Background: an optimization exercise with open tools, aiming at small area, a short achievable clock period and few clock cycles. Do not read the settings as production practice.
At most, simulation tests tie the RTL to the original design; equivalence was not proved.
Power and IR drop assume default switching activity.

## maze_router
module maze_router (
reset		,
start		,
clk         ,
address     ,
data_in     ,
data_out    ,
cs          ,
we          ,
D);
Settings: LEC_CHECK=0, CAP_MARGIN=20, CORE_MARGIN=2, CORE_UTILIZATION=40, CTS_BUF_LIST=sky130_fd_sc_hd__clkbuf_8, CTS_CLUSTER_SIZE=30, PLACE_DENSITY=0.6, SETUP_SLACK_MARGIN=3.95, SLEW_MARGIN=20; clock period 6.5 ns.
standard.sh (not shown) runs the stock make flow with config.mk's settings and CLKGATE_MAP_FILE= SYNTH_SCRIPT=/design/flow/synth_recipe.tcl, a recipe that flattens the netlist after the stock synthesis.
==> flow/flow/run.sh <==
#!/bin/bash
# Standard layout, except that the port buffers are buf_4 cells instead of
# the library's smallest (delay) buffer.
set -euo pipefail
export BUFFER_PORTS_ARGS="-buffer_cell sky130_fd_sc_hd__buf_4"
bash standard.sh > standard_flow.log 2>&1
Edit:
--- a/flow/design.v
+++ b/flow/design.v
@@ -44,15 +44,17 @@
 reg [7:0] cur;                       
 reg [5:0] cmask;                     
 reg [2:0] dir;                       
 reg [7:0] naddr;                     
 reg [7:0] laddr;                     
 reg [2:0] ldir;
 reg       lval;                      
-reg       ls1, ls0;                  
+reg [3:0] lq1, lq0;                  
+wire      ls1 = lq1[laddr[7:6]];     
+wire      ls0 = lq0[laddr[7:6]];
 reg [7:0] a1;
 reg       v1;
 wire [255:0] st1, st0;
 reg  [7:0] dx, dy;                   
 reg  [3:0] dz;                       
 reg        g1, g0;
 reg        bfs_en, clr;
@@ -163,16 +165,16 @@
 reg [7:0] nw_addr;
 reg [1:0] nw_val;
 reg       n_bfs, n_clr;
 always @(posedge clk) begin
 	a1 <= address;
 	v1 <= (state == S_SCAN);
 	pm    <= 1'b0;
-	ls1   <= st1[naddr];
-	ls0   <= st0[naddr];
+	lq1   <= {st1[{2'd3, naddr[5:0]}], st1[{2'd2, naddr[5:0]}], st1[{2'd1, naddr[5:0]}], st1[{2'd0, naddr[5:0]}]};
+	lq0   <= {st0[{2'd3, naddr[5:0]}], st0[{2'd2, naddr[5:0]}], st0[{2'd1, naddr[5:0]}], st0[{2'd0, naddr[5:0]}]};
 	laddr <= naddr;
 	ldir  <= dir;
 	lval  <= 1'b0;
 	nw_en   = 1'b0;
 	nw_addr = laddr;
 	nw_val  = ST_BLK;
 	n_bfs   = 1'b0;
Final cell count goes down by 2.7%.
Sequential power goes down by about 1%.
Critical path depth is unchanged.
Maximum frequency is higher by 5.2%.
Design area came out lower by 0.61%.
Die area drops by 1.2%.
Synthesized cell count went down by 5.2%.
Wire length went down by 4.9%.
Clock power is lower by 11%.
Area after synthesis falls by 1.2%.
Via count is lower by 3.5%.
Combinational power is lower by 17%.
Sequential cell count is higher by 6.
Non-clock buffer count goes up by 5.
Testbench counts after the change, summed over its fixed seeds: cycles 25,669.
No functional check of the RTL was part of the first run of this note.

* * *

Another version of the RTL of maze_router (not shown whole).
Size in the first run: roughly 2900 cells after synthesis, roughly 650 flip-flops, roughly 30 I/O pins, roughly 35000 µm² of cells after synthesis.
Settings: LEC_CHECK=0, CAP_MARGIN=20, CORE_MARGIN=2, CORE_UTILIZATION=50, CTS_BUF_LIST=sky130_fd_sc_hd__clkbuf_16, CTS_CLUSTER_DIAMETER=110, CTS_CLUSTER_SIZE=24, PLACE_DENSITY=0.65, SETUP_SLACK_MARGIN=3.95, SLEW_MARGIN=20; clock period 6.5 ns.
Scripts as last shown in full above: flow/flow/run.sh
Testbench counts at the start, summed over its fixed seeds: cycles 25,589.
Rerun with:
--- a/flow/design.v
+++ b/flow/design.v
@@ -36,18 +36,20 @@
 reg [3:0] state;
 reg       net2;
 reg [7:0] s1a, t1a, s2a, t2a;       
 reg [7:0] wv;                        
 reg [3:0] sw;                        
 reg       drain;
 reg       pS1, pT2;                  
 reg       pm;                        
 reg [7:0] cur;                       
+reg [4:0] mt;                        
+reg       tight;                     
 reg [5:0] cmask;                     
 reg [2:0] dir;                       
 reg [7:0] naddr;                     
 reg [7:0] laddr;                     
 reg [2:0] ldir;
 reg       lval;                      
 reg [3:0] lq1, lq0;                  
 wire      ls1 = lq1[laddr[7:6]];     
 wire      ls0 = lq0[laddr[7:6]];
@@ -133,26 +135,43 @@
 	case (d)
 		3'd0: backdir = 6'b000010;
 		3'd1: backdir = 6'b000001;
 		3'd2: backdir = 6'b001000;
 		3'd3: backdir = 6'b000100;
 		3'd4: backdir = 6'b100000;
 		default: backdir = 6'b010000;
 	endcase
 endfunction
+function [5:0] awaydirs;
+	input [7:0] c;
+	input [7:0] a;
+	awaydirs = {c[7:6] >= a[7:6], c[7:6] <= a[7:6],
+	            c[5:3] >= a[5:3], c[5:3] <= a[5:3],
+	            c[2:0] >= a[2:0], c[2:0] <= a[2:0]};
+endfunction
+function [4:0] absdiff3;
+	input [2:0] a;
+	input [2:0] b;
+	absdiff3 = (a >= b) ? {2'd0, a - b} : {2'd0, b - a};
+endfunction
+wire [7:0] sa     = net2 ? s2a : s1a;
 wire       found  = (state == S_TRACE) && lval && ls1 && (ls0 == wv[1]);
-wire [5:0] fmask  = validdirs(laddr) & ~backdir(ldir);
+wire [5:0] fmask  = validdirs(laddr) & ~backdir(ldir) & ~(tight ? awaydirs(laddr, sa) : 6'd0);
 wire [2:0] fdir   = firstdir(fmask);
 wire [7:0] fnaddr = nb(laddr, fdir);
 wire [5:0] nmask  = cmask & after(dir);
 wire [2:0] ndir   = firstdir(nmask);
 wire [7:0] nnaddr = nb(cur, ndir);
-wire [2:0] tdir   = firstdir(validdirs(cur));
+wire       ttight = (wv - 8'd2 == {3'd0, mt});
+wire [5:0] tmask  = validdirs(cur) & ~(ttight ? awaydirs(cur, sa) : 6'd0);
+wire [2:0] tdir   = firstdir(tmask);
+wire [4:0] tman   = absdiff3(cur[2:0], sa[2:0]) + absdiff3(cur[5:3], sa[5:3]) +
+                    absdiff3({1'b0, cur[7:6]}, {1'b0, sa[7:6]});
 reg [7:0] swa;
 always @* begin
 	case (sw[2:0])
 		3'd0: swa = 8'd128;
 		3'd1: swa = 8'd129;
 		3'd2: swa = 8'd130;
 		3'd3: swa = 8'd131;
 		3'd4: swa = s1a;
 		3'd5: swa = t1a;
@@ -233,19 +252,21 @@
 					state <= S_BFS;
 					n_bfs = 1'b1;
 					wv    <= 8'd1;
 				end
 			end
 			S_BFS: begin
 				wv    <= wv + 8'd1;
 				naddr <= nb(cur, tdir);
 				dir   <= tdir;
-				cmask <= validdirs(cur);
+				cmask <= tmask;
+				tight <= ttight;
+				if (wv == 8'd1) mt <= tman;
 				if (ls1 && wv != 8'd1) begin
 					wv <= wv - 8'd3;      
 					if (!net2) begin
 						nw_en   = 1'b1;
 						nw_addr = t1a;
 						nw_val  = ST_BLK;
 						pS1 <= 1'b1;
 						pT2 <= 1'b1;
 					end
Wire length went up by 8.0%. Design area went up by 8.2%. Worst setup slack gets worse by 910 ps. First-iteration DRC count went up by 11%. Final cell count went up by 6.9%.
No functional check of the RTL was part of the second run of this note.

afterwards: timing with drivers on the ports:
Ports are ideal in the flow. The routed layouts listed here were re-timed in OpenROAD. Step 1 assumes that a clkbuf_16 drives the clock port and a buf_2 every other input. Step 2 moves the port delays by t, midway between the first and last clock arrival at a register: inputs arrive t later, outputs are due t later. That takes back most of the time a late clock gives input paths. Slacks: ideal / step 1 / step 2; pairs: ideal / step 1.
| run | shift t [ns] | setup WS [ns] | clock arrival spread, ns | worst slew at a driven data input, ns | cell pins on the clock port's net |
|---|---|---|---|---|---|
| the first run of note 1 | 0.836 | 3.744 / 3.744 / 3.669 | 0.102 / 0.102 | 0.06 | 1 |
| the second run of note 1 | 0.834 | 3.881 / 3.871 / 3.881 | 0.074 / 0.074 | 0.05 | 1 |
| the first run of note 2 | 0.713 | 3.973 / 3.917 / 3.831 | 0.024 / 0.024 | 0.05 | 1 |
| the second run of note 2 | 0.669 | 3.062 / 3.062 / 3.062 | 0.032 / 0.032 | 0.07 | 1 |
After both steps setup and hold are still met in every run listed. The setup slack of the first run of note 2, which loses most, moves by -0.056 ns with the drivers and by -0.142 ns with both steps.
